What follows belongs to an exercise in optimizing a design on an open flow for small area, a short achievable clock period and few clock cycles per item; a production flow would make more cautious choices. Function was not checked in any run shown here: the RTL went through the layout flow alone. Power is estimated from default activity; no workload was simulated.

## run.sh

```bash
#!/bin/bash
# synth_recipe.tcl (not shown) runs the flow's synth.tcl, then flattens the netlist and writes it again
# the make line also repeats each setting of config.mk as NAME=value (left out here)
make -C /OpenROAD-flow-scripts/flow DESIGN_CONFIG=/design/flow/config.mk WORK_HOME=/design/flow/orfs CLKGATE_MAP_FILE= SYNTH_SCRIPT=/design/flow/synth_recipe.tcl finish
```

## config.mk

```make
export PLATFORM = sky130hd
export DESIGN_NAME = booth
export DESIGN_NICKNAME = booth
export VERILOG_FILES = /design/flow/design.v
export SDC_FILE = /design/flow/constraint.sdc
export NUM_CORES = 4
export LEC_CHECK = 0
export CAP_MARGIN = 20
export CORE_MARGIN = 2
export CORE_UTILIZATION = 40
export SLEW_MARGIN = 20
```

## constraint.sdc

```tcl
create_clock -name core_clock -period 4.0 [get_ports {clk}]
set_input_delay 0.8000 -clock core_clock [delete_from_list [all_inputs] [get_ports {clk}]]
set_output_delay 0.8000 -clock core_clock [all_outputs]
set_load 0.01 [all_outputs]
```

## design.v

```verilog
module booth (
    input  wire        clk  ,
    input  wire        rst_n,
    input  wire [15:0] x    ,
    input  wire [15:0] y    ,
    input  wire        start,
    output reg  [31:0] z    ,
    output wire        busy
);
assign busy = 1'b0;
wire neg0 = y[1];
wire one0 = y[0] ^ 1'b0;
wire two0 = (y[1] & ~y[0] & ~1'b0) | (~y[1] & y[0] & 1'b0);
wire neg1 = y[3];
wire one1 = y[2] ^ y[1];
wire two1 = (y[3] & ~y[2] & ~y[1]) | (~y[3] & y[2] & y[1]);
wire neg2 = y[5];
wire one2 = y[4] ^ y[3];
wire two2 = (y[5] & ~y[4] & ~y[3]) | (~y[5] & y[4] & y[3]);
wire neg3 = y[7];
wire one3 = y[6] ^ y[5];
wire two3 = (y[7] & ~y[6] & ~y[5]) | (~y[7] & y[6] & y[5]);
wire neg4 = y[9];
wire one4 = y[8] ^ y[7];
wire two4 = (y[9] & ~y[8] & ~y[7]) | (~y[9] & y[8] & y[7]);
wire neg5 = y[11];
wire one5 = y[10] ^ y[9];
wire two5 = (y[11] & ~y[10] & ~y[9]) | (~y[11] & y[10] & y[9]);
wire neg6 = y[13];
wire one6 = y[12] ^ y[11];
wire two6 = (y[13] & ~y[12] & ~y[11]) | (~y[13] & y[12] & y[11]);
wire neg7 = y[15];
wire one7 = y[14] ^ y[13];
wire two7 = (y[15] & ~y[14] & ~y[13]) | (~y[15] & y[14] & y[13]);
wire pp0_0 = ((one0 & x[0])) ^ neg0;
wire pp0_1 = ((one0 & x[1]) | (two0 & x[0])) ^ neg0;
wire pp0_2 = ((one0 & x[2]) | (two0 & x[1])) ^ neg0;
wire pp0_3 = ((one0 & x[3]) | (two0 & x[2])) ^ neg0;
wire pp0_4 = ((one0 & x[4]) | (two0 & x[3])) ^ neg0;
wire pp0_5 = ((one0 & x[5]) | (two0 & x[4])) ^ neg0;
wire pp0_6 = ((one0 & x[6]) | (two0 & x[5])) ^ neg0;
wire pp0_7 = ((one0 & x[7]) | (two0 & x[6])) ^ neg0;
wire pp0_8 = ((one0 & x[8]) | (two0 & x[7])) ^ neg0;
wire pp0_9 = ((one0 & x[9]) | (two0 & x[8])) ^ neg0;
wire pp0_10 = ((one0 & x[10]) | (two0 & x[9])) ^ neg0;
wire pp0_11 = ((one0 & x[11]) | (two0 & x[10])) ^ neg0;
wire pp0_12 = ((one0 & x[12]) | (two0 & x[11])) ^ neg0;
wire pp0_13 = ((one0 & x[13]) | (two0 & x[12])) ^ neg0;
wire pp0_14 = ((one0 & x[14]) | (two0 & x[13])) ^ neg0;
wire pp0_15 = ((one0 & x[15]) | (two0 & x[14])) ^ neg0;
wire pp0_16 = ~(((one0 & x[15]) | (two0 & x[15])) ^ neg0);
wire s0n = ~pp0_16;
wire pp1_0 = ((one1 & x[0])) ^ neg1;
wire pp1_1 = ((one1 & x[1]) | (two1 & x[0])) ^ neg1;
wire pp1_2 = ((one1 & x[2]) | (two1 & x[1])) ^ neg1;
wire pp1_3 = ((one1 & x[3]) | (two1 & x[2])) ^ neg1;
wire pp1_4 = ((one1 & x[4]) | (two1 & x[3])) ^ neg1;
wire pp1_5 = ((one1 & x[5]) | (two1 & x[4])) ^ neg1;
wire pp1_6 = ((one1 & x[6]) | (two1 & x[5])) ^ neg1;
wire pp1_7 = ((one1 & x[7]) | (two1 & x[6])) ^ neg1;
wire pp1_8 = ((one1 & x[8]) | (two1 & x[7])) ^ neg1;
wire pp1_9 = ((one1 & x[9]) | (two1 & x[8])) ^ neg1;
wire pp1_10 = ((one1 & x[10]) | (two1 & x[9])) ^ neg1;
wire pp1_11 = ((one1 & x[11]) | (two1 & x[10])) ^ neg1;
wire pp1_12 = ((one1 & x[12]) | (two1 & x[11])) ^ neg1;
wire pp1_13 = ((one1 & x[13]) | (two1 & x[12])) ^ neg1;
wire pp1_14 = ((one1 & x[14]) | (two1 & x[13])) ^ neg1;
wire pp1_15 = ((one1 & x[15]) | (two1 & x[14])) ^ neg1;
wire pp1_16 = ~(((one1 & x[15]) | (two1 & x[15])) ^ neg1);
wire pp2_0 = ((one2 & x[0])) ^ neg2;
wire pp2_1 = ((one2 & x[1]) | (two2 & x[0])) ^ neg2;
wire pp2_2 = ((one2 & x[2]) | (two2 & x[1])) ^ neg2;
wire pp2_3 = ((one2 & x[3]) | (two2 & x[2])) ^ neg2;
wire pp2_4 = ((one2 & x[4]) | (two2 & x[3])) ^ neg2;
wire pp2_5 = ((one2 & x[5]) | (two2 & x[4])) ^ neg2;
wire pp2_6 = ((one2 & x[6]) | (two2 & x[5])) ^ neg2;
wire pp2_7 = ((one2 & x[7]) | (two2 & x[6])) ^ neg2;
wire pp2_8 = ((one2 & x[8]) | (two2 & x[7])) ^ neg2;
wire pp2_9 = ((one2 & x[9]) | (two2 & x[8])) ^ neg2;
wire pp2_10 = ((one2 & x[10]) | (two2 & x[9])) ^ neg2;
wire pp2_11 = ((one2 & x[11]) | (two2 & x[10])) ^ neg2;
wire pp2_12 = ((one2 & x[12]) | (two2 & x[11])) ^ neg2;
wire pp2_13 = ((one2 & x[13]) | (two2 & x[12])) ^ neg2;
wire pp2_14 = ((one2 & x[14]) | (two2 & x[13])) ^ neg2;
wire pp2_15 = ((one2 & x[15]) | (two2 & x[14])) ^ neg2;
wire pp2_16 = ~(((one2 & x[15]) | (two2 & x[15])) ^ neg2);
wire pp3_0 = ((one3 & x[0])) ^ neg3;
wire pp3_1 = ((one3 & x[1]) | (two3 & x[0])) ^ neg3;
wire pp3_2 = ((one3 & x[2]) | (two3 & x[1])) ^ neg3;
wire pp3_3 = ((one3 & x[3]) | (two3 & x[2])) ^ neg3;
wire pp3_4 = ((one3 & x[4]) | (two3 & x[3])) ^ neg3;
wire pp3_5 = ((one3 & x[5]) | (two3 & x[4])) ^ neg3;
wire pp3_6 = ((one3 & x[6]) | (two3 & x[5])) ^ neg3;
wire pp3_7 = ((one3 & x[7]) | (two3 & x[6])) ^ neg3;
wire pp3_8 = ((one3 & x[8]) | (two3 & x[7])) ^ neg3;
wire pp3_9 = ((one3 & x[9]) | (two3 & x[8])) ^ neg3;
wire pp3_10 = ((one3 & x[10]) | (two3 & x[9])) ^ neg3;
wire pp3_11 = ((one3 & x[11]) | (two3 & x[10])) ^ neg3;
wire pp3_12 = ((one3 & x[12]) | (two3 & x[11])) ^ neg3;
wire pp3_13 = ((one3 & x[13]) | (two3 & x[12])) ^ neg3;
wire pp3_14 = ((one3 & x[14]) | (two3 & x[13])) ^ neg3;
wire pp3_15 = ((one3 & x[15]) | (two3 & x[14])) ^ neg3;
wire pp3_16 = ~(((one3 & x[15]) | (two3 & x[15])) ^ neg3);
wire pp4_0 = ((one4 & x[0])) ^ neg4;
wire pp4_1 = ((one4 & x[1]) | (two4 & x[0])) ^ neg4;
wire pp4_2 = ((one4 & x[2]) | (two4 & x[1])) ^ neg4;
wire pp4_3 = ((one4 & x[3]) | (two4 & x[2])) ^ neg4;
wire pp4_4 = ((one4 & x[4]) | (two4 & x[3])) ^ neg4;
wire pp4_5 = ((one4 & x[5]) | (two4 & x[4])) ^ neg4;
wire pp4_6 = ((one4 & x[6]) | (two4 & x[5])) ^ neg4;
wire pp4_7 = ((one4 & x[7]) | (two4 & x[6])) ^ neg4;
wire pp4_8 = ((one4 & x[8]) | (two4 & x[7])) ^ neg4;
wire pp4_9 = ((one4 & x[9]) | (two4 & x[8])) ^ neg4;
wire pp4_10 = ((one4 & x[10]) | (two4 & x[9])) ^ neg4;
wire pp4_11 = ((one4 & x[11]) | (two4 & x[10])) ^ neg4;
wire pp4_12 = ((one4 & x[12]) | (two4 & x[11])) ^ neg4;
wire pp4_13 = ((one4 & x[13]) | (two4 & x[12])) ^ neg4;
wire pp4_14 = ((one4 & x[14]) | (two4 & x[13])) ^ neg4;
wire pp4_15 = ((one4 & x[15]) | (two4 & x[14])) ^ neg4;
wire pp4_16 = ~(((one4 & x[15]) | (two4 & x[15])) ^ neg4);
wire pp5_0 = ((one5 & x[0])) ^ neg5;
wire pp5_1 = ((one5 & x[1]) | (two5 & x[0])) ^ neg5;
wire pp5_2 = ((one5 & x[2]) | (two5 & x[1])) ^ neg5;
wire pp5_3 = ((one5 & x[3]) | (two5 & x[2])) ^ neg5;
wire pp5_4 = ((one5 & x[4]) | (two5 & x[3])) ^ neg5;
wire pp5_5 = ((one5 & x[5]) | (two5 & x[4])) ^ neg5;
wire pp5_6 = ((one5 & x[6]) | (two5 & x[5])) ^ neg5;
wire pp5_7 = ((one5 & x[7]) | (two5 & x[6])) ^ neg5;
wire pp5_8 = ((one5 & x[8]) | (two5 & x[7])) ^ neg5;
wire pp5_9 = ((one5 & x[9]) | (two5 & x[8])) ^ neg5;
wire pp5_10 = ((one5 & x[10]) | (two5 & x[9])) ^ neg5;
wire pp5_11 = ((one5 & x[11]) | (two5 & x[10])) ^ neg5;
wire pp5_12 = ((one5 & x[12]) | (two5 & x[11])) ^ neg5;
wire pp5_13 = ((one5 & x[13]) | (two5 & x[12])) ^ neg5;
wire pp5_14 = ((one5 & x[14]) | (two5 & x[13])) ^ neg5;
wire pp5_15 = ((one5 & x[15]) | (two5 & x[14])) ^ neg5;
wire pp5_16 = ~(((one5 & x[15]) | (two5 & x[15])) ^ neg5);
wire pp6_0 = ((one6 & x[0])) ^ neg6;
wire pp6_1 = ((one6 & x[1]) | (two6 & x[0])) ^ neg6;
wire pp6_2 = ((one6 & x[2]) | (two6 & x[1])) ^ neg6;
wire pp6_3 = ((one6 & x[3]) | (two6 & x[2])) ^ neg6;
wire pp6_4 = ((one6 & x[4]) | (two6 & x[3])) ^ neg6;
wire pp6_5 = ((one6 & x[5]) | (two6 & x[4])) ^ neg6;
wire pp6_6 = ((one6 & x[6]) | (two6 & x[5])) ^ neg6;
wire pp6_7 = ((one6 & x[7]) | (two6 & x[6])) ^ neg6;
wire pp6_8 = ((one6 & x[8]) | (two6 & x[7])) ^ neg6;
wire pp6_9 = ((one6 & x[9]) | (two6 & x[8])) ^ neg6;
wire pp6_10 = ((one6 & x[10]) | (two6 & x[9])) ^ neg6;
wire pp6_11 = ((one6 & x[11]) | (two6 & x[10])) ^ neg6;
wire pp6_12 = ((one6 & x[12]) | (two6 & x[11])) ^ neg6;
wire pp6_13 = ((one6 & x[13]) | (two6 & x[12])) ^ neg6;
wire pp6_14 = ((one6 & x[14]) | (two6 & x[13])) ^ neg6;
wire pp6_15 = ((one6 & x[15]) | (two6 & x[14])) ^ neg6;
wire pp6_16 = ~(((one6 & x[15]) | (two6 & x[15])) ^ neg6);
wire pp7_0 = ((one7 & x[0])) ^ neg7;
wire pp7_1 = ((one7 & x[1]) | (two7 & x[0])) ^ neg7;
wire pp7_2 = ((one7 & x[2]) | (two7 & x[1])) ^ neg7;
wire pp7_3 = ((one7 & x[3]) | (two7 & x[2])) ^ neg7;
wire pp7_4 = ((one7 & x[4]) | (two7 & x[3])) ^ neg7;
wire pp7_5 = ((one7 & x[5]) | (two7 & x[4])) ^ neg7;
wire pp7_6 = ((one7 & x[6]) | (two7 & x[5])) ^ neg7;
wire pp7_7 = ((one7 & x[7]) | (two7 & x[6])) ^ neg7;
wire pp7_8 = ((one7 & x[8]) | (two7 & x[7])) ^ neg7;
wire pp7_9 = ((one7 & x[9]) | (two7 & x[8])) ^ neg7;
wire pp7_10 = ((one7 & x[10]) | (two7 & x[9])) ^ neg7;
wire pp7_11 = ((one7 & x[11]) | (two7 & x[10])) ^ neg7;
wire pp7_12 = ((one7 & x[12]) | (two7 & x[11])) ^ neg7;
wire pp7_13 = ((one7 & x[13]) | (two7 & x[12])) ^ neg7;
wire pp7_14 = ((one7 & x[14]) | (two7 & x[13])) ^ neg7;
wire pp7_15 = ((one7 & x[15]) | (two7 & x[14])) ^ neg7;
wire pp7_16 = ~(((one7 & x[15]) | (two7 & x[15])) ^ neg7);
wire s1 = neg1 ^ pp0_2;
wire c2 = neg1 & pp0_2;
wire s3 = pp0_3 ^ pp1_1;
wire c4 = pp0_3 & pp1_1;
wire s5 = neg2 ^ pp0_4 ^ pp1_2;
wire c6 = (neg2 & pp0_4) | (neg2 & pp1_2) | (pp0_4 & pp1_2);
wire s7 = pp2_0 ^ c4;
wire c8 = pp2_0 & c4;
wire s9 = pp0_5 ^ pp1_3 ^ pp2_1;
wire c10 = (pp0_5 & pp1_3) | (pp0_5 & pp2_1) | (pp1_3 & pp2_1);
wire s11 = c6 ^ c8;
wire c12 = c6 & c8;
wire s13 = neg3 ^ pp0_6 ^ pp1_4;
wire c14 = (neg3 & pp0_6) | (neg3 & pp1_4) | (pp0_6 & pp1_4);
wire s15 = pp2_2 ^ pp3_0 ^ c10;
wire c16 = (pp2_2 & pp3_0) | (pp2_2 & c10) | (pp3_0 & c10);
wire s17 = s13 ^ c12;
wire c18 = s13 & c12;
wire s19 = pp0_7 ^ pp1_5 ^ pp2_3;
wire c20 = (pp0_7 & pp1_5) | (pp0_7 & pp2_3) | (pp1_5 & pp2_3);
wire s21 = pp3_1 ^ c14 ^ s19;
wire c22 = (pp3_1 & c14) | (pp3_1 & s19) | (c14 & s19);
wire s23 = c16 ^ c18;
wire c24 = c16 & c18;
wire s25 = neg4 ^ pp0_8 ^ pp1_6;
wire c26 = (neg4 & pp0_8) | (neg4 & pp1_6) | (pp0_8 & pp1_6);
wire s27 = pp2_4 ^ pp3_2 ^ pp4_0;
wire c28 = (pp2_4 & pp3_2) | (pp2_4 & pp4_0) | (pp3_2 & pp4_0);
wire s29 = c20 ^ s25 ^ s27;
wire c30 = (c20 & s25) | (c20 & s27) | (s25 & s27);
wire s31 = c22 ^ s29;
wire c32 = c22 & s29;
wire s33 = pp0_9 ^ pp1_7 ^ pp2_5;
wire c34 = (pp0_9 & pp1_7) | (pp0_9 & pp2_5) | (pp1_7 & pp2_5);
wire s35 = pp3_3 ^ pp4_1 ^ c26;
wire c36 = (pp3_3 & pp4_1) | (pp3_3 & c26) | (pp4_1 & c26);
wire s37 = c28 ^ s33 ^ c30;
wire c38 = (c28 & s33) | (c28 & c30) | (s33 & c30);
wire s39 = s35 ^ c32;
wire c40 = s35 & c32;
wire s41 = neg5 ^ pp0_10 ^ pp1_8;
wire c42 = (neg5 & pp0_10) | (neg5 & pp1_8) | (pp0_10 & pp1_8);
wire s43 = pp2_6 ^ pp3_4 ^ pp4_2;
wire c44 = (pp2_6 & pp3_4) | (pp2_6 & pp4_2) | (pp3_4 & pp4_2);
wire s45 = pp5_0 ^ c34 ^ s41;
wire c46 = (pp5_0 & c34) | (pp5_0 & s41) | (c34 & s41);
wire s47 = s43 ^ c36 ^ s45;
wire c48 = (s43 & c36) | (s43 & s45) | (c36 & s45);
wire s49 = c38 ^ c40;
wire c50 = c38 & c40;
wire s51 = pp0_11 ^ pp1_9 ^ pp2_7;
wire c52 = (pp0_11 & pp1_9) | (pp0_11 & pp2_7) | (pp1_9 & pp2_7);
wire s53 = pp3_5 ^ pp4_3 ^ pp5_1;
wire c54 = (pp3_5 & pp4_3) | (pp3_5 & pp5_1) | (pp4_3 & pp5_1);
wire s55 = c42 ^ c44 ^ s51;
wire c56 = (c42 & c44) | (c42 & s51) | (c44 & s51);
wire s57 = s53 ^ c46 ^ s55;
wire c58 = (s53 & c46) | (s53 & s55) | (c46 & s55);
wire s59 = c48 ^ s57;
wire c60 = c48 & s57;
wire s61 = neg6 ^ pp0_12 ^ pp1_10;
wire c62 = (neg6 & pp0_12) | (neg6 & pp1_10) | (pp0_12 & pp1_10);
wire s63 = pp2_8 ^ pp3_6 ^ pp4_4;
wire c64 = (pp2_8 & pp3_6) | (pp2_8 & pp4_4) | (pp3_6 & pp4_4);
wire s65 = pp5_2 ^ pp6_0 ^ c52;
wire c66 = (pp5_2 & pp6_0) | (pp5_2 & c52) | (pp6_0 & c52);
wire s67 = c54 ^ s61 ^ s63;
wire c68 = (c54 & s61) | (c54 & s63) | (s61 & s63);
wire s69 = c56 ^ s65 ^ s67;
wire c70 = (c56 & s65) | (c56 & s67) | (s65 & s67);
wire s71 = c58 ^ s69;
wire c72 = c58 & s69;
wire s73 = pp0_13 ^ pp1_11 ^ pp2_9;
wire c74 = (pp0_13 & pp1_11) | (pp0_13 & pp2_9) | (pp1_11 & pp2_9);
wire s75 = pp3_7 ^ pp4_5 ^ pp5_3;
wire c76 = (pp3_7 & pp4_5) | (pp3_7 & pp5_3) | (pp4_5 & pp5_3);
wire s77 = pp6_1 ^ c62 ^ c64;
wire c78 = (pp6_1 & c62) | (pp6_1 & c64) | (c62 & c64);
wire s79 = s73 ^ s75 ^ c66;
wire c80 = (s73 & s75) | (s73 & c66) | (s75 & c66);
wire s81 = c68 ^ s77 ^ s79;
wire c82 = (c68 & s77) | (c68 & s79) | (s77 & s79);
wire s83 = c70 ^ c72;
wire c84 = c70 & c72;
wire s85 = neg7 ^ pp0_14 ^ pp1_12;
wire c86 = (neg7 & pp0_14) | (neg7 & pp1_12) | (pp0_14 & pp1_12);
wire s87 = pp2_10 ^ pp3_8 ^ pp4_6;
wire c88 = (pp2_10 & pp3_8) | (pp2_10 & pp4_6) | (pp3_8 & pp4_6);
wire s89 = pp5_4 ^ pp6_2 ^ pp7_0;
wire c90 = (pp5_4 & pp6_2) | (pp5_4 & pp7_0) | (pp6_2 & pp7_0);
wire s91 = c74 ^ c76 ^ s85;
wire c92 = (c74 & c76) | (c74 & s85) | (c76 & s85);
wire s93 = s87 ^ s89 ^ c78;
wire c94 = (s87 & s89) | (s87 & c78) | (s89 & c78);
wire s95 = s91 ^ c80 ^ s93;
wire c96 = (s91 & c80) | (s91 & s93) | (c80 & s93);
wire s97 = c82 ^ s95;
wire c98 = c82 & s95;
wire s99 = pp0_15 ^ pp1_13 ^ pp2_11;
wire c100 = (pp0_15 & pp1_13) | (pp0_15 & pp2_11) | (pp1_13 & pp2_11);
wire s101 = pp3_9 ^ pp4_7 ^ pp5_5;
wire c102 = (pp3_9 & pp4_7) | (pp3_9 & pp5_5) | (pp4_7 & pp5_5);
wire s103 = pp6_3 ^ pp7_1 ^ c86;
wire c104 = (pp6_3 & pp7_1) | (pp6_3 & c86) | (pp7_1 & c86);
wire s105 = c88 ^ c90 ^ s99;
wire c106 = (c88 & c90) | (c88 & s99) | (c90 & s99);
wire s107 = s101 ^ c92 ^ s103;
wire c108 = (s101 & c92) | (s101 & s103) | (c92 & s103);
wire s109 = s105 ^ c94 ^ s107;
wire c110 = (s105 & c94) | (s105 & s107) | (c94 & s107);
wire s111 = c96 ^ s109;
wire c112 = c96 & s109;
wire s113 = s0n ^ pp1_14 ^ pp2_12;
wire c114 = (s0n & pp1_14) | (s0n & pp2_12) | (pp1_14 & pp2_12);
wire s115 = pp3_10 ^ pp4_8 ^ pp5_6;
wire c116 = (pp3_10 & pp4_8) | (pp3_10 & pp5_6) | (pp4_8 & pp5_6);
wire s117 = pp6_4 ^ pp7_2 ^ c100;
wire c118 = (pp6_4 & pp7_2) | (pp6_4 & c100) | (pp7_2 & c100);
wire s119 = c102 ^ s113 ^ s115;
wire c120 = (c102 & s113) | (c102 & s115) | (s113 & s115);
wire s121 = c104 ^ c106 ^ s117;
wire c122 = (c104 & c106) | (c104 & s117) | (c106 & s117);
wire s123 = s119 ^ c108 ^ s121;
wire c124 = (s119 & c108) | (s119 & s121) | (c108 & s121);
wire s125 = c110 ^ s123;
wire c126 = c110 & s123;
wire s127 = s0n ^ pp1_15 ^ pp2_13;
wire c128 = (s0n & pp1_15) | (s0n & pp2_13) | (pp1_15 & pp2_13);
wire s129 = pp3_11 ^ pp4_9 ^ pp5_7;
wire c130 = (pp3_11 & pp4_9) | (pp3_11 & pp5_7) | (pp4_9 & pp5_7);
wire s131 = pp6_5 ^ pp7_3 ^ c114;
wire c132 = (pp6_5 & pp7_3) | (pp6_5 & c114) | (pp7_3 & c114);
wire s133 = c116 ^ s127 ^ s129;
wire c134 = (c116 & s127) | (c116 & s129) | (s127 & s129);
wire s135 = c118 ^ c120 ^ s131;
wire c136 = (c118 & c120) | (c118 & s131) | (c120 & s131);
wire s137 = s133 ^ c122 ^ s135;
wire c138 = (s133 & c122) | (s133 & s135) | (c122 & s135);
wire s139 = c124 ^ s137;
wire c140 = c124 & s137;
wire s141 = pp0_16 ^ pp1_16 ^ pp2_14;
wire c142 = (pp0_16 & pp1_16) | (pp0_16 & pp2_14) | (pp1_16 & pp2_14);
wire s143 = pp3_12 ^ pp4_10 ^ pp5_8;
wire c144 = (pp3_12 & pp4_10) | (pp3_12 & pp5_8) | (pp4_10 & pp5_8);
wire s145 = pp6_6 ^ pp7_4 ^ c128;
wire c146 = (pp6_6 & pp7_4) | (pp6_6 & c128) | (pp7_4 & c128);
wire s147 = c130 ^ s141 ^ s143;
wire c148 = (c130 & s141) | (c130 & s143) | (s141 & s143);
wire s149 = c132 ^ c134 ^ s145;
wire c150 = (c132 & c134) | (c132 & s145) | (c134 & s145);
wire s151 = s147 ^ c136 ^ s149;
wire c152 = (s147 & c136) | (s147 & s149) | (c136 & s149);
wire s153 = c138 ^ s151;
wire c154 = c138 & s151;
wire s155 = 1'b1 ^ pp2_15 ^ pp3_13;
wire c156 = (1'b1 & pp2_15) | (1'b1 & pp3_13) | (pp2_15 & pp3_13);
wire s157 = pp4_11 ^ pp5_9 ^ pp6_7;
wire c158 = (pp4_11 & pp5_9) | (pp4_11 & pp6_7) | (pp5_9 & pp6_7);
wire s159 = pp7_5 ^ c142 ^ c144;
wire c160 = (pp7_5 & c142) | (pp7_5 & c144) | (c142 & c144);
wire s161 = s155 ^ s157 ^ c146;
wire c162 = (s155 & s157) | (s155 & c146) | (s157 & c146);
wire s163 = c148 ^ s159 ^ c150;
wire c164 = (c148 & s159) | (c148 & c150) | (s159 & c150);
wire s165 = s161 ^ c152 ^ s163;
wire c166 = (s161 & c152) | (s161 & s163) | (c152 & s163);
wire s167 = pp2_16 ^ pp3_14 ^ pp4_12;
wire c168 = (pp2_16 & pp3_14) | (pp2_16 & pp4_12) | (pp3_14 & pp4_12);
wire s169 = pp5_10 ^ pp6_8 ^ pp7_6;
wire c170 = (pp5_10 & pp6_8) | (pp5_10 & pp7_6) | (pp6_8 & pp7_6);
wire s171 = c156 ^ c158 ^ s167;
wire c172 = (c156 & c158) | (c156 & s167) | (c158 & s167);
wire s173 = s169 ^ c160 ^ s171;
wire c174 = (s169 & c160) | (s169 & s171) | (c160 & s171);
wire s175 = c162 ^ s173 ^ c164;
wire c176 = (c162 & s173) | (c162 & c164) | (s173 & c164);
wire s177 = 1'b1 ^ pp3_15 ^ pp4_13;
wire c178 = (1'b1 & pp3_15) | (1'b1 & pp4_13) | (pp3_15 & pp4_13);
wire s179 = pp5_11 ^ pp6_9 ^ pp7_7;
wire c180 = (pp5_11 & pp6_9) | (pp5_11 & pp7_7) | (pp6_9 & pp7_7);
wire s181 = c168 ^ c170 ^ s177;
wire c182 = (c168 & c170) | (c168 & s177) | (c170 & s177);
wire s183 = s179 ^ c172 ^ s181;
wire c184 = (s179 & c172) | (s179 & s181) | (c172 & s181);
wire s185 = c174 ^ s183;
wire c186 = c174 & s183;
wire s187 = pp3_16 ^ pp4_14 ^ pp5_12;
wire c188 = (pp3_16 & pp4_14) | (pp3_16 & pp5_12) | (pp4_14 & pp5_12);
wire s189 = pp6_10 ^ pp7_8 ^ c178;
wire c190 = (pp6_10 & pp7_8) | (pp6_10 & c178) | (pp7_8 & c178);
wire s191 = c180 ^ s187 ^ c182;
wire c192 = (c180 & s187) | (c180 & c182) | (s187 & c182);
wire s193 = s189 ^ c184 ^ s191;
wire c194 = (s189 & c184) | (s189 & s191) | (c184 & s191);
wire s195 = 1'b1 ^ pp4_15 ^ pp5_13;
wire c196 = (1'b1 & pp4_15) | (1'b1 & pp5_13) | (pp4_15 & pp5_13);
wire s197 = pp6_11 ^ pp7_9 ^ c188;
wire c198 = (pp6_11 & pp7_9) | (pp6_11 & c188) | (pp7_9 & c188);
wire s199 = s195 ^ c190 ^ s197;
wire c200 = (s195 & c190) | (s195 & s197) | (c190 & s197);
wire s201 = c192 ^ s199;
wire c202 = c192 & s199;
wire s203 = pp4_16 ^ pp5_14 ^ pp6_12;
wire c204 = (pp4_16 & pp5_14) | (pp4_16 & pp6_12) | (pp5_14 & pp6_12);
wire s205 = pp7_10 ^ c196 ^ s203;
wire c206 = (pp7_10 & c196) | (pp7_10 & s203) | (c196 & s203);
wire s207 = c198 ^ s205 ^ c200;
wire c208 = (c198 & s205) | (c198 & c200) | (s205 & c200);
wire s209 = 1'b1 ^ pp5_15 ^ pp6_13;
wire c210 = (1'b1 & pp5_15) | (1'b1 & pp6_13) | (pp5_15 & pp6_13);
wire s211 = pp7_11 ^ c204 ^ s209;
wire c212 = (pp7_11 & c204) | (pp7_11 & s209) | (c204 & s209);
wire s213 = c206 ^ s211;
wire c214 = c206 & s211;
wire s215 = pp5_16 ^ pp6_14 ^ pp7_12;
wire c216 = (pp5_16 & pp6_14) | (pp5_16 & pp7_12) | (pp6_14 & pp7_12);
wire s217 = c210 ^ s215 ^ c212;
wire c218 = (c210 & s215) | (c210 & c212) | (s215 & c212);
wire s219 = 1'b1 ^ pp6_15 ^ pp7_13;
wire c220 = (1'b1 & pp6_15) | (1'b1 & pp7_13) | (pp6_15 & pp7_13);
wire s221 = c216 ^ s219;
wire c222 = c216 & s219;
wire s223 = pp6_16 ^ pp7_14 ^ c220;
wire c224 = (pp6_16 & pp7_14) | (pp6_16 & c220) | (pp7_14 & c220);
wire s225 = 1'b1 ^ pp7_15;
wire c226 = 1'b1 & pp7_15;
wire [31:0] ra = {1'b1, pp7_16, c224, c222, c218, c214, c208, c202, c194, c186, c176, c166, c154, c140, c126, c112, c98, c84, s81, c60, c50, s47, s37, c24, s21, s15, s9, s5, c2, pp1_0, pp0_1, pp0_0};
wire [31:0] rb = {1'b0, c226, s225, s223, s221, s217, s213, s207, s201, s193, s185, s175, s165, s153, s139, s125, s111, s97, s83, s71, s59, s49, s39, s31, s23, s17, s11, s7, s3, s1, 1'b0, neg0};
wire [31:0] p = ra + rb;
always @(posedge clk)
    if (start)
        z <= p;
endmodule
```

==> run notes, run 1 <==
status=failed layout checks; Failing Checks=setup timing; EDFF count, synth=32; H-tree Lvls=2; Int Power=9.88 mW; Worst slew margin=51.2%; Final Util=65.8%; P per Cell Area=1130 nW/um^2; area of the multi-input gates=9640 sq um; Placement Cell Area=13,500 sq um; max reg flops=32; clk slew on worst S/H paths=0.05 ns; Max Cap Viol=0; DR DRC count=0; Root Buffer Master=clkbuf_16; setup TNS=-24.79 ns; Final ANT Viol Nets=0; Tmin final=5.50 ns; register area share after synthesis=9.61%; DR iter-0 viols=1,161; core area=24,500 sq um; Gate Count Post-Synth=1,384; Yosys warnings=1; top_reg_cell synth=edfxtp_1; area occupied by registers=961 sq um; # IOs=68; Hold Crit Class=in2reg; layout cells sized above 1=44.9%; Final Power=18.3 mW; Clk pwr share=2.0%; synthesized area=10000 sq um; Syn Nets=1,560; Initial Utilization=40.9%; Via Count=12,100; Port Buffers=65; DRT Pass-1 Iters=5; clock sink total=32; CP required=4.03 ns; biggest regs=z: 32 flops; global-route wire length before repair=61.7 mm; Yosys top cell area share=16.6%; Hold-fix buffers, CTS=0; Net Sw Frac=45.9%; Mapped Avg Cell Area=7.23 sq um; fmax=182 MHz; DP HPWL=28.1 mm; Max VDD drop=1710 uV; # rows=57; final WL=40.1 mm; CTS tree=built; final worst-path cycle share=137%; largest net degree at the start of global routing=33; NetSw=8.38 mW; Area contributors post-synth=fa_1 17%, edfxtp_1 9.6%, a21oi_1 8.1%; post-synth top area cell=fa_1; setup ws final=-1.50 ns; CP Capture Type=flip-flop; Final Setup Violations=24; Placement Setup Slack=-2.29 ns; critical path class=in2reg; final instance area=16,100 sq um; P_leak=6.80 nW; Die H=162 microns; register share of total power=5.2%; crit path DAT=5.53 ns; area grow syn2layout=61.1%; Nets=1,926; fraction of registers with async set/reset=0%; Largest Register=z; Critical Path Source Type=primary input; Wirelength per Cell=19.3 microns; total die area=26,300 sq um; GP Congestion=0.970; total grt overflow=0; final hold vios=0; vias in the first global route=11,700; DR vias/cell=5.83; total track usage=29.3%; flops & latches, synth=32; Num CTS Buffers=5; RSZ-0062 raised after global routing=true; Slew Viols, Final=0; logic gate share of total power=92.8%; clk buf depth=2; critical-path maximum fanout=6; Die W=162 microns; Worst Max-Slew Pin Slew=0.724 ns; antenna violations before repair=1; Fillers=1,915; post-synth cell types=67
[layout make-up]
| type | count | area share [%] |
|---|---|---|
| Antenna cell | 1 | 0.0155 |
| Clock buffer | 6 | 0.800 |
| Clock inverter | 2 | 0.101 |
| Inverter | 108 | 2.57 |
| Multi-Input combinational cell | 1088 | 59.8 |
| Sequential cell | 32 | 5.97 |
| Tap cell | 324 | 2.52 |
| Timing Repair Buffer | 515 | 28.2 |
[layout by cell type, fill, tap and decap left out, types with 32 or more instances in the layout]
cell             count
edfxtp_1            32
buf_6               57
o22ai_1             34
o21ai_0             59
maj3_1              35
fa_1                46
nand2_1            160
buf_4              374
fa_2                37
a21oi_1            124
inv_1               74
nor2_1              81
clkdlybuf4s50_1     33
a22oi_1             47
[layer usage]
metal  wire, microns  part of all wire, %  track usage (%)  vias to the layer above
met5               0                    0                0                        -
met4            1810                  4.5             11.3                        0
met3            2770                  6.9             1.81                      124
met2           18800                   47             49.1                      590
met1           16700                   42             39.7                     5774
li1                -                    -                -                     5617
[power groups by stage]
| stage | registers (mW) | clock network [mW] | logic [mW] |
|---|---|---|---|
| 3_3_place_gp | 0.955 | 0 | 11.3 |
| 6_report | 0.947 | 0.369 | 16.9 |
| 3_5_place_dp | 0.957 | 0 | 11.5 |
| 2_1_floorplan | 1.05 | 0 | 7.44 |
| 5_1_grt | 0.960 | 0.389 | 18.0 |
| 4_1_cts | 0.951 | 0.373 | 14.8 |
[metrics by stage]
| step | hold WS, ns | cells |
|---|---|---|
| 2_1_floorplan | 0.912 | 1384 |
| 3_3_place_gp | 1.45 | 1981 |
| 3_5_place_dp | 1.45 | 1981 |
| 4_1_cts | 1.12 | 2056 |
| 5_1_grt | 1.15 | 2076 |
| 6_report | 1.12 | 2076 |
[cells by family (layout without fill, tap and decap cells)]
kind of cell	count (synthesis)	after routing	share of synthesized area, %
multiplexers	3	3	0.300
AND/OR/NAND/NOR	348	348	14.8
other	1	2	0.0375
buffers and inverters	264	631	10.5
adder cells (fa/ha/maj)	181	181	27.9
AO/OA/AOI/OAI	497	497	31.7
flip-flops	32	32	9.61
XOR/XNOR	58	58	5.08
[repair_timing]
action                     4_1_cts  5_1_grt
hold endpoints to repair         0        0
resized for setup              371      151
setup endpoints to repair       25       25
pin swaps                      117       84
buffers inserted                67       23
gates cloned                     4        1
[worst paths after layout]
| path | start | to | slack (ns) | depth (start not counted) |
|---|---|---|---|---|
| worst max-delay path | y[6] | z[31] | -1.50 | 22 |
| worst min-delay path | y[1] | z[0] | 1.12 | 3 |
[synth_stat cells (4+ instances only)]
cell,instances
a21oi_1,161
o22ai_1,44
a221oi_1,23
fa_1,83
ha_1,58
a31oi_1,7
buf_4,4
nor2_1,95
nor3_1,6
inv_1,105
buf_1,26
maj3_1,40
a22oi_1,59
o21a_1,4
a211oi_1,16
and2_1,10
edfxtp_1,32
nand2_1,172
a21o_1,13
xnor2_1,30
o21ai_0,94
o211ai_1,9
xor2_1,28
o221ai_1,17
nand3_1,22
o311a_1,10
nand2b_1,7
nor2b_1,17
o21bai_1,5
a211o_1,4
o31ai_1,8
clkbuf_1,121
nor3b_1,4
[critical path: stages]
cell and delay (ns):
buf_8 0.10, buf_8 0.12, xor2_4 0.18, and2_4 0.19
buf_4 0.14, buf_6 0.11, a22oi_2 0.13, o21ai_2 0.09
fa_1 0.50, fa_2 0.41, inv_2 0.07, fa_2 0.44
fa_2 0.57, ha_4 0.21, ha_4 0.28, buf_6 0.12
buf_6 0.09, nand4_1 0.12, o41ai_4 0.39, o21ai_1 0.12
a211oi_1 0.24, nor2_1 0.08
==> run 2, diff against run 1 <==
--- a/design.v
+++ b/design.v
@@ -4,7 +4,7 @@
     input  wire [15:0] x    ,
     input  wire [15:0] y    ,
     input  wire        start,
-    output reg  [31:0] z    ,
+    output wire [31:0] z    ,
     output wire        busy
 );
 assign busy = 1'b0;
@@ -205,10 +205,10 @@
 wire c34 = (pp0_9 & pp1_7) | (pp0_9 & pp2_5) | (pp1_7 & pp2_5);
 wire s35 = pp3_3 ^ pp4_1 ^ c26;
 wire c36 = (pp3_3 & pp4_1) | (pp3_3 & c26) | (pp4_1 & c26);
-wire s37 = c28 ^ s33 ^ c30;
-wire c38 = (c28 & s33) | (c28 & c30) | (s33 & c30);
-wire s39 = s35 ^ c32;
-wire c40 = s35 & c32;
+wire s37 = c28 ^ s33 ^ s35;
+wire c38 = (c28 & s33) | (c28 & s35) | (s33 & s35);
+wire s39 = c30 ^ c32;
+wire c40 = c30 & c32;
 wire s41 = neg5 ^ pp0_10 ^ pp1_8;
 wire c42 = (neg5 & pp0_10) | (neg5 & pp1_8) | (pp0_10 & pp1_8);
 wire s43 = pp2_6 ^ pp3_4 ^ pp4_2;
@@ -237,8 +237,8 @@
 wire c66 = (pp5_2 & pp6_0) | (pp5_2 & c52) | (pp6_0 & c52);
 wire s67 = c54 ^ s61 ^ s63;
 wire c68 = (c54 & s61) | (c54 & s63) | (s61 & s63);
-wire s69 = c56 ^ s65 ^ s67;
-wire c70 = (c56 & s65) | (c56 & s67) | (s65 & s67);
+wire s69 = s65 ^ c56 ^ s67;
+wire c70 = (s65 & c56) | (s65 & s67) | (c56 & s67);
 wire s71 = c58 ^ s69;
 wire c72 = c58 & s69;
 wire s73 = pp0_13 ^ pp1_11 ^ pp2_9;
@@ -249,8 +249,8 @@
 wire c78 = (pp6_1 & c62) | (pp6_1 & c64) | (c62 & c64);
 wire s79 = s73 ^ s75 ^ c66;
 wire c80 = (s73 & s75) | (s73 & c66) | (s75 & c66);
-wire s81 = c68 ^ s77 ^ s79;
-wire c82 = (c68 & s77) | (c68 & s79) | (s77 & s79);
+wire s81 = s77 ^ c68 ^ s79;
+wire c82 = (s77 & c68) | (s77 & s79) | (c68 & s79);
 wire s83 = c70 ^ c72;
 wire c84 = c70 & c72;
 wire s85 = neg7 ^ pp0_14 ^ pp1_12;
@@ -275,8 +275,8 @@
 wire c104 = (pp6_3 & pp7_1) | (pp6_3 & c86) | (pp7_1 & c86);
 wire s105 = c88 ^ c90 ^ s99;
 wire c106 = (c88 & c90) | (c88 & s99) | (c90 & s99);
-wire s107 = s101 ^ c92 ^ s103;
-wire c108 = (s101 & c92) | (s101 & s103) | (c92 & s103);
+wire s107 = s101 ^ s103 ^ c92;
+wire c108 = (s101 & s103) | (s101 & c92) | (s103 & c92);
 wire s109 = s105 ^ c94 ^ s107;
 wire c110 = (s105 & c94) | (s105 & s107) | (c94 & s107);
 wire s111 = c96 ^ s109;
@@ -289,8 +289,8 @@
 wire c118 = (pp6_4 & pp7_2) | (pp6_4 & c100) | (pp7_2 & c100);
 wire s119 = c102 ^ s113 ^ s115;
 wire c120 = (c102 & s113) | (c102 & s115) | (s113 & s115);
-wire s121 = c104 ^ c106 ^ s117;
-wire c122 = (c104 & c106) | (c104 & s117) | (c106 & s117);
+wire s121 = c104 ^ s117 ^ c106;
+wire c122 = (c104 & s117) | (c104 & c106) | (s117 & c106);
 wire s123 = s119 ^ c108 ^ s121;
 wire c124 = (s119 & c108) | (s119 & s121) | (c108 & s121);
 wire s125 = c110 ^ s123;
@@ -303,8 +303,8 @@
 wire c132 = (pp6_5 & pp7_3) | (pp6_5 & c114) | (pp7_3 & c114);
 wire s133 = c116 ^ s127 ^ s129;
 wire c134 = (c116 & s127) | (c116 & s129) | (s127 & s129);
-wire s135 = c118 ^ c120 ^ s131;
-wire c136 = (c118 & c120) | (c118 & s131) | (c120 & s131);
+wire s135 = c118 ^ s131 ^ c120;
+wire c136 = (c118 & s131) | (c118 & c120) | (s131 & c120);
 wire s137 = s133 ^ c122 ^ s135;
 wire c138 = (s133 & c122) | (s133 & s135) | (c122 & s135);
 wire s139 = c124 ^ s137;
@@ -317,88 +317,110 @@
 wire c146 = (pp6_6 & pp7_4) | (pp6_6 & c128) | (pp7_4 & c128);
 wire s147 = c130 ^ s141 ^ s143;
 wire c148 = (c130 & s141) | (c130 & s143) | (s141 & s143);
-wire s149 = c132 ^ c134 ^ s145;
-wire c150 = (c132 & c134) | (c132 & s145) | (c134 & s145);
+wire s149 = c132 ^ s145 ^ c134;
+wire c150 = (c132 & s145) | (c132 & c134) | (s145 & c134);
 wire s151 = s147 ^ c136 ^ s149;
 wire c152 = (s147 & c136) | (s147 & s149) | (c136 & s149);
 wire s153 = c138 ^ s151;
 wire c154 = c138 & s151;
-wire s155 = 1'b1 ^ pp2_15 ^ pp3_13;
-wire c156 = (1'b1 & pp2_15) | (1'b1 & pp3_13) | (pp2_15 & pp3_13);
-wire s157 = pp4_11 ^ pp5_9 ^ pp6_7;
-wire c158 = (pp4_11 & pp5_9) | (pp4_11 & pp6_7) | (pp5_9 & pp6_7);
-wire s159 = pp7_5 ^ c142 ^ c144;
-wire c160 = (pp7_5 & c142) | (pp7_5 & c144) | (c142 & c144);
-wire s161 = s155 ^ s157 ^ c146;
-wire c162 = (s155 & s157) | (s155 & c146) | (s157 & c146);
-wire s163 = c148 ^ s159 ^ c150;
-wire c164 = (c148 & s159) | (c148 & c150) | (s159 & c150);
-wire s165 = s161 ^ c152 ^ s163;
-wire c166 = (s161 & c152) | (s161 & s163) | (c152 & s163);
-wire s167 = pp2_16 ^ pp3_14 ^ pp4_12;
-wire c168 = (pp2_16 & pp3_14) | (pp2_16 & pp4_12) | (pp3_14 & pp4_12);
-wire s169 = pp5_10 ^ pp6_8 ^ pp7_6;
-wire c170 = (pp5_10 & pp6_8) | (pp5_10 & pp7_6) | (pp6_8 & pp7_6);
-wire s171 = c156 ^ c158 ^ s167;
-wire c172 = (c156 & c158) | (c156 & s167) | (c158 & s167);
-wire s173 = s169 ^ c160 ^ s171;
-wire c174 = (s169 & c160) | (s169 & s171) | (c160 & s171);
-wire s175 = c162 ^ s173 ^ c164;
-wire c176 = (c162 & s173) | (c162 & c164) | (s173 & c164);
-wire s177 = 1'b1 ^ pp3_15 ^ pp4_13;
-wire c178 = (1'b1 & pp3_15) | (1'b1 & pp4_13) | (pp3_15 & pp4_13);
-wire s179 = pp5_11 ^ pp6_9 ^ pp7_7;
-wire c180 = (pp5_11 & pp6_9) | (pp5_11 & pp7_7) | (pp6_9 & pp7_7);
-wire s181 = c168 ^ c170 ^ s177;
-wire c182 = (c168 & c170) | (c168 & s177) | (c170 & s177);
-wire s183 = s179 ^ c172 ^ s181;
-wire c184 = (s179 & c172) | (s179 & s181) | (c172 & s181);
-wire s185 = c174 ^ s183;
-wire c186 = c174 & s183;
-wire s187 = pp3_16 ^ pp4_14 ^ pp5_12;
-wire c188 = (pp3_16 & pp4_14) | (pp3_16 & pp5_12) | (pp4_14 & pp5_12);
-wire s189 = pp6_10 ^ pp7_8 ^ c178;
-wire c190 = (pp6_10 & pp7_8) | (pp6_10 & c178) | (pp7_8 & c178);
-wire s191 = c180 ^ s187 ^ c182;
-wire c192 = (c180 & s187) | (c180 & c182) | (s187 & c182);
-wire s193 = s189 ^ c184 ^ s191;
-wire c194 = (s189 & c184) | (s189 & s191) | (c184 & s191);
-wire s195 = 1'b1 ^ pp4_15 ^ pp5_13;
-wire c196 = (1'b1 & pp4_15) | (1'b1 & pp5_13) | (pp4_15 & pp5_13);
-wire s197 = pp6_11 ^ pp7_9 ^ c188;
-wire c198 = (pp6_11 & pp7_9) | (pp6_11 & c188) | (pp7_9 & c188);
-wire s199 = s195 ^ c190 ^ s197;
-wire c200 = (s195 & c190) | (s195 & s197) | (c190 & s197);
-wire s201 = c192 ^ s199;
-wire c202 = c192 & s199;
-wire s203 = pp4_16 ^ pp5_14 ^ pp6_12;
-wire c204 = (pp4_16 & pp5_14) | (pp4_16 & pp6_12) | (pp5_14 & pp6_12);
-wire s205 = pp7_10 ^ c196 ^ s203;
-wire c206 = (pp7_10 & c196) | (pp7_10 & s203) | (c196 & s203);
-wire s207 = c198 ^ s205 ^ c200;
-wire c208 = (c198 & s205) | (c198 & c200) | (s205 & c200);
-wire s209 = 1'b1 ^ pp5_15 ^ pp6_13;
-wire c210 = (1'b1 & pp5_15) | (1'b1 & pp6_13) | (pp5_15 & pp6_13);
-wire s211 = pp7_11 ^ c204 ^ s209;
-wire c212 = (pp7_11 & c204) | (pp7_11 & s209) | (c204 & s209);
-wire s213 = c206 ^ s211;
-wire c214 = c206 & s211;
-wire s215 = pp5_16 ^ pp6_14 ^ pp7_12;
-wire c216 = (pp5_16 & pp6_14) | (pp5_16 & pp7_12) | (pp6_14 & pp7_12);
-wire s217 = c210 ^ s215 ^ c212;
-wire c218 = (c210 & s215) | (c210 & c212) | (s215 & c212);
-wire s219 = 1'b1 ^ pp6_15 ^ pp7_13;
-wire c220 = (1'b1 & pp6_15) | (1'b1 & pp7_13) | (pp6_15 & pp7_13);
-wire s221 = c216 ^ s219;
-wire c222 = c216 & s219;
-wire s223 = pp6_16 ^ pp7_14 ^ c220;
-wire c224 = (pp6_16 & pp7_14) | (pp6_16 & c220) | (pp7_14 & c220);
-wire s225 = 1'b1 ^ pp7_15;
-wire c226 = 1'b1 & pp7_15;
-wire [31:0] ra = {1'b1, pp7_16, c224, c222, c218, c214, c208, c202, c194, c186, c176, c166, c154, c140, c126, c112, c98, c84, s81, c60, c50, s47, s37, c24, s21, s15, s9, s5, c2, pp1_0, pp0_1, pp0_0};
-wire [31:0] rb = {1'b0, c226, s225, s223, s221, s217, s213, s207, s201, s193, s185, s175, s165, s153, s139, s125, s111, s97, s83, s71, s59, s49, s39, s31, s23, s17, s11, s7, s3, s1, 1'b0, neg0};
-wire [31:0] p = ra + rb;
+wire s155 = ~pp2_15;
+wire s156 = pp3_13 ^ pp4_11 ^ pp5_9;
+wire c157 = (pp3_13 & pp4_11) | (pp3_13 & pp5_9) | (pp4_11 & pp5_9);
+wire s158 = pp6_7 ^ pp7_5 ^ s155;
+wire c159 = (pp6_7 & pp7_5) | (pp6_7 & s155) | (pp7_5 & s155);
+wire s160 = c142 ^ c144 ^ s156;
+wire c161 = (c142 & c144) | (c142 & s156) | (c144 & s156);
+wire s162 = s158 ^ c146 ^ c148;
+wire c163 = (s158 & c146) | (s158 & c148) | (c146 & c148);
+wire s164 = s160 ^ c150 ^ s162;
+wire c165 = (s160 & c150) | (s160 & s162) | (c150 & s162);
+wire s166 = c152 ^ s164;
+wire c167 = c152 & s164;
+wire s168 = pp2_16 ^ pp3_14 ^ pp4_12;
+wire c169 = (pp2_16 & pp3_14) | (pp2_16 & pp4_12) | (pp3_14 & pp4_12);
+wire s170 = pp5_10 ^ pp6_8 ^ pp7_6;
+wire c171 = (pp5_10 & pp6_8) | (pp5_10 & pp7_6) | (pp6_8 & pp7_6);
+wire s172 = pp2_15 ^ c157 ^ s168;
+wire c173 = (pp2_15 & c157) | (pp2_15 & s168) | (c157 & s168);
+wire s174 = s170 ^ c159 ^ c161;
+wire c175 = (s170 & c159) | (s170 & c161) | (c159 & c161);
+wire s176 = s172 ^ c163 ^ s174;
+wire c177 = (s172 & c163) | (s172 & s174) | (c163 & s174);
+wire s178 = c165 ^ s176;
+wire c179 = c165 & s176;
+wire s180 = ~pp3_15;
+wire s181 = pp4_13 ^ pp5_11 ^ pp6_9;
+wire c182 = (pp4_13 & pp5_11) | (pp4_13 & pp6_9) | (pp5_11 & pp6_9);
+wire s183 = pp7_7 ^ s180 ^ c169;
+wire c184 = (pp7_7 & s180) | (pp7_7 & c169) | (s180 & c169);
+wire s185 = c171 ^ s181 ^ s183;
+wire c186 = (c171 & s181) | (c171 & s183) | (s181 & s183);
+wire s187 = c173 ^ c175 ^ s185;
+wire c188 = (c173 & c175) | (c173 & s185) | (c175 & s185);
+wire s189 = c177 ^ s187;
+wire c190 = c177 & s187;
+wire s191 = pp3_16 ^ pp4_14 ^ pp5_12;
+wire c192 = (pp3_16 & pp4_14) | (pp3_16 & pp5_12) | (pp4_14 & pp5_12);
+wire s193 = pp6_10 ^ pp7_8 ^ pp3_15;
+wire c194 = (pp6_10 & pp7_8) | (pp6_10 & pp3_15) | (pp7_8 & pp3_15);
+wire s195 = c182 ^ s191 ^ s193;
+wire c196 = (c182 & s191) | (c182 & s193) | (s191 & s193);
+wire s197 = c184 ^ s195 ^ c186;
+wire c198 = (c184 & s195) | (c184 & c186) | (s195 & c186);
+wire s199 = c188 ^ s197;
+wire c200 = c188 & s197;
+wire s201 = ~pp4_15;
+wire s202 = pp5_13 ^ pp6_11 ^ pp7_9;
+wire c203 = (pp5_13 & pp6_11) | (pp5_13 & pp7_9) | (pp6_11 & pp7_9);
+wire s204 = s201 ^ c192 ^ c194;
+wire c205 = (s201 & c192) | (s201 & c194) | (c192 & c194);
+wire s206 = s202 ^ s204 ^ c196;
+wire c207 = (s202 & s204) | (s202 & c196) | (s204 & c196);
+wire s208 = s206 ^ c198;
+wire c209 = s206 & c198;
+wire s210 = pp4_16 ^ pp5_14 ^ pp6_12;
+wire c211 = (pp4_16 & pp5_14) | (pp4_16 & pp6_12) | (pp5_14 & pp6_12);
+wire s212 = pp7_10 ^ pp4_15 ^ c203;
+wire c213 = (pp7_10 & pp4_15) | (pp7_10 & c203) | (pp4_15 & c203);
+wire s214 = s210 ^ c205 ^ s212;
+wire c215 = (s210 & c205) | (s210 & s212) | (c205 & s212);
+wire s216 = c207 ^ s214;
+wire c217 = c207 & s214;
+wire s218 = ~pp5_15;
+wire s219 = pp6_13 ^ pp7_11 ^ s218;
+wire c220 = (pp6_13 & pp7_11) | (pp6_13 & s218) | (pp7_11 & s218);
+wire s221 = c211 ^ s219 ^ c213;
+wire c222 = (c211 & s219) | (c211 & c213) | (s219 & c213);
+wire s223 = c215 ^ s221;
+wire c224 = c215 & s221;
+wire s225 = pp5_16 ^ pp6_14 ^ pp7_12;
+wire c226 = (pp5_16 & pp6_14) | (pp5_16 & pp7_12) | (pp6_14 & pp7_12);
+wire s227 = pp5_15 ^ s225 ^ c220;
+wire c228 = (pp5_15 & s225) | (pp5_15 & c220) | (s225 & c220);
+wire s229 = s227 ^ c222;
+wire c230 = s227 & c222;
+wire s231 = ~pp6_15;
+wire s232 = pp7_13 ^ s231 ^ c226;
+wire c233 = (pp7_13 & s231) | (pp7_13 & c226) | (s231 & c226);
+wire s234 = s232 ^ c228;
+wire c235 = s232 & c228;
+wire s236 = pp6_16 ^ pp7_14 ^ pp6_15;
+wire c237 = (pp6_16 & pp7_14) | (pp6_16 & pp6_15) | (pp7_14 & pp6_15);
+wire s238 = s236 ^ c233;
+wire c239 = s236 & c233;
+wire s240 = ~pp7_15;
+wire s241 = s240 ^ c237;
+wire c242 = s240 & c237;
+wire s243 = pp7_16 ^ pp7_15;
+wire c244 = pp7_16 & pp7_15;
+wire s245 = ~c244;
+reg [31:0] qa;
+reg [29:0] qb;
+wire [31:0] qbw = {1'b0, qb[29], qb[28], qb[27], qb[26], qb[25], qb[24], qb[23], qb[22], qb[21], qb[20], qb[19], qb[18], qb[17], qb[16], qb[15], qb[14], qb[13], qb[12], qb[11], qb[10], qb[9], qb[8], qb[7], qb[6], qb[5], qb[4], qb[3], qb[2], qb[1], 1'b0, qb[0]};
+assign z = qa + qbw;
 always @(posedge clk)
-    if (start)
-        z <= p;
+    if (start) begin
+        qa <= {s245, c242, c239, c235, c230, c224, c217, c209, c200, c190, c179, c167, c154, c140, c126, c112, c98, c84, s81, c60, c50, s47, s37, c24, s21, s15, s9, s5, c2, pp1_0, pp0_1, pp0_0};
+        qb <= {s243, s241, s238, s234, s229, s223, s216, s208, s199, s189, s178, s166, s153, s139, s125, s111, s97, s83, s71, s59, s49, s39, s31, s23, s17, s11, s7, s3, s1, neg0};
+    end
 endmodule
==> run notes, run 2 <==
Max VDD drop=313 uV (was 1710 uV); DR iter-0 viols=1,302 (was 1,161); max reg flops=32 (unchanged); vias in the first global route=10,600 (was 11,700); clk buf depth=2 (unchanged); most common cell in the synthesized netlist=a21oi_1 (was nand2_1); Worst slew margin=48.6% (was 51.2%); Root Buffer Master=clkbuf_16 (unchanged); fraction of registers with async set/reset=0% (unchanged); final WL=35.6 mm (was 40.1 mm); largest net degree at the start of global routing=58 (was 33); area grow syn2layout=29.9% (was 61.1%); worst setup path startpoint=x[14] (was y[6]); critical-path maximum fanout=8 (was 6); layout cells sized above 1=24.8% (was 44.9%); EDFF count, synth=62 (was 32); total track usage=22.9% (was 29.3%); Hold-fix buffers, CTS=0 (unchanged); core area=27,900 sq um (was 24,500 sq um); post-synth top area cell=edfxtp_1 (was fa_1); synthesized area=11,400 sq um (was 10000 sq um); Hold Crit Start=y[1] (unchanged); # diodes=0 (was 1); # rows=61 (was 57); Hold Crit Class=in2reg (unchanged); RSZ-0062 raised after global routing=true (unchanged); H-tree Lvls=3 (was 2); Via Count=11,600 (was 12,100); Placement Setup Slack=-0.606 ns (was -2.29 ns); Slew Viols, Final=0 (unchanged); Port Buffers=65 (unchanged); Die H=173 microns (was 162 microns); status=no timing/DRC/antenna violations (was failed layout checks); P per Cell Area=562 nW/um^2 (was 1130 nW/um^2); Gate Count Post-Synth=1,461 (was 1,384); Critical Path Source Type=primary input (unchanged); Hold Path Cell Cnt=2 (was 3); setup TNS=0 ns (was -24.79 ns); Final Setup Violations=0 (was 24); Num CTS Buffers=9 (was 5); clock sink total=62 (was 32); total die area=29,800 sq um (was 26,300 sq um); Largest Register=qa (was z); flops & latches, synth=62 (was 32); GP Congestion=0.896 (was 0.970); Yosys warnings=1 (unchanged); critical path class=in2reg (unchanged); final worst-path cycle share=98.0% (was 137%); antenna violations before repair=0 (was 1); fmax=255 MHz (was 182 MHz); P_leak=6.04 nW (was 6.80 nW); Mapped Avg Cell Area=7.77 sq um (was 7.23 sq um); total grt overflow=0 (unchanged); Initial Utilization=40.8% (was 40.9%); setup ws final=0.0819 ns (was -1.50 ns); top_reg_cell synth=edfxtp_1 (unchanged); DRT Pass-1 Iters=6 (was 5); Area contributors post-synth=edfxtp_1 16%, fa_1 16%, a21oi_1 7.9% (was fa_1 17%, edfxtp_1 9.6%, a21oi_1 8.1%); register area share after synthesis=16.4% (was 9.61%); clk slew on worst S/H paths=0.06 ns (was 0.05 ns); Syn Nets=1,646 (was 1,560); CTS tree=built (unchanged); Nets=1,819 (was 1,926); DR DRC count=0 (unchanged); Max Cap Viol=0 (unchanged); Yosys top cell area share=16.4% (was 16.6%); Wirelength per Cell=17.6 microns (was 19.3 microns); hold endpoint=qb[0] (was z[0]); global-route wire length before repair=56.3 mm (was 61.7 mm); Tmin final=3.92 ns (was 5.50 ns); Worst Max-Slew Pin Slew=0.770 ns (was 0.724 ns); Post-synth top cells=179 x a21oi_1, 128 x clkbuf_1, 126 x nor2_1, 125 x nand2_1, 97 x inv_1 (was 172 x nand2_1, 161 x a21oi_1, 121 x clkbuf_1, 105 x inv_1, 95 x nor2_1); DR vias/cell=5.74 (was 5.83); CP required=4.07 ns (was 4.03 ns); # IOs=68 (unchanged); most common cell after layout, fill and taps aside=buf_4 (unchanged); Die W=173 microns (was 162 microns); final hold vios=0 (unchanged); post-synth cell types=70 (was 67); Final Power=8.30 mW (was 18.3 mW); most frequent cells in the layout=236 x buf_4, 172 x a21oi_1, 124 x nand2_1 (was 374 x buf_4, 160 x nand2_1, 124 x a21oi_1); Final ANT Viol Nets=0 (unchanged); DP HPWL=27.4 mm (was 28.1 mm); CP Capture Type=flip-flop (unchanged); crit path DAT=3.99 ns (was 5.53 ns); biggest regs=qa: 32 flops, qb: 30 flops (was z: 32 flops)
## run 2: cell count changes after synthesis, moves of 18 or more
cell,delta
a22oi_1,-23
a21oi_1,+18
a211oi_1,+48
edfxtp_1,+30
nor2_1,+31
nand2_1,-47
## run 2: worst max-delay path by stage
| stage | depth (start not counted) | end |
|---|---|---|
| detailed placement | 11 | qb[15] |
| global route | 10 | z[26] |
| floorplan | 13 | qb[15] |
| CTS | 10 | qb[16] |
| finish | 10 | qb[18] |
| global placement | 13 | qb[17] |
## run 2: through the flow
step                cells  hold WS (ns)  instance area, sq um  util (%)
global placement     1982          1.27                 13800      49.4
floorplan            1461         0.899                 11500         -
CTS                  2014         0.953                 14500      52.0
detailed placement   1982          1.28                 13800      49.4
finish               2017         0.955                 14800      53.0
global route         2017         0.980                 14800      53.0
## run 2: cell type report
cell class,instances,area (sq um)
inverters,100,379
well taps,378,473
clock buffers,12,236
flip-flops and latches,62,1860
multi-input cells,1132,8860
repair buffers,329,2840
fillers,2618,13100
clock inverters,4,95.1
## run 2: report_power, final
part | total [mW] | switching (mW) | leakage [nW] | internal (mW)
logic | 6.17 | 3.20 | 5.28 | 2.97
registers | 1.26 | 0.0830 | 0.603 | 1.18
clock network | 0.866 | 0.259 | 0.161 | 0.607
## run 2: what timing repair did
action | CTS | global route
gates cloned | 3 | 1
buffers inserted | 13 | 2
setup endpoints to repair | 27 | 27
pin swaps | 19 | 28
resized for setup | 107 | 70
## run 2: layer usage
| layer | routed length (microns) | GRT usage, % |
|---|---|---|
| met1 | 16100 | 32.0 |
| met2 | 16500 | 37.8 |
| met3 | 2120 | 2.32 |
| met4 | 841 | 6.45 |
| met5 | 0 | 0 |
## run 2: cells by family after synthesis
group                    share of synthesized area (%)
buffers and inverters                             8.99
flip-flops                                        16.4
AO/OA/AOI/OAI                                     31.2
AND/OR/NAND/NOR                                   13.6
XOR/XNOR                                          4.70
adder cells (fa/ha/maj)                           25.1
other                                           0.0330
## run 2: worst max-delay path, cell delays in order
cell and delay, ns:
dlygate4sd2_1 0.28, buf_4 0.19, maj3_1 0.37, o21ai_2 0.15
fa_1 0.47, fa_2 0.42, fa_1 0.46, fa_1 0.52
inv_1 0.06, ha_1 0.26

-- port drivers added, routing unchanged --
The flow's constraints put no driver on any port. The routed layouts listed below were extracted and timed again, unchanged, in two steps.
Step 1 assumes that a clkbuf_16 drives the clock port and a buf_2 every other input.
Step 2 times the ports against the registers' clock, not the clock port: input delays grow and output delays shrink by t, the midpoint of the rising clock arrivals with the driver on.
a / b / c = ideal ports / drivers / drivers and shift; a / b = the first two.
| run | t, ns | setup WS [ns] | hold WS [ns] | worst setup path at the end | pins driven straight from the clock port |
|---|---|---|---|---|---|
| run 1 | 0.314 | -1.496 / -1.514 / -1.827 | 1.124 / 1.137 / 1.450 | input to register | 1 |
| run 2 | 0.362 | 0.082 / 0.082 / -0.257 | 0.955 / 0.940 / 1.303 | input to register | 1 |
With both steps, setup timing fails in run 2, where it was met with ideal ports. For run 2, which loses most, drivers alone change the setup slack by 0.000 ns; drivers and shift together by -0.339 ns.
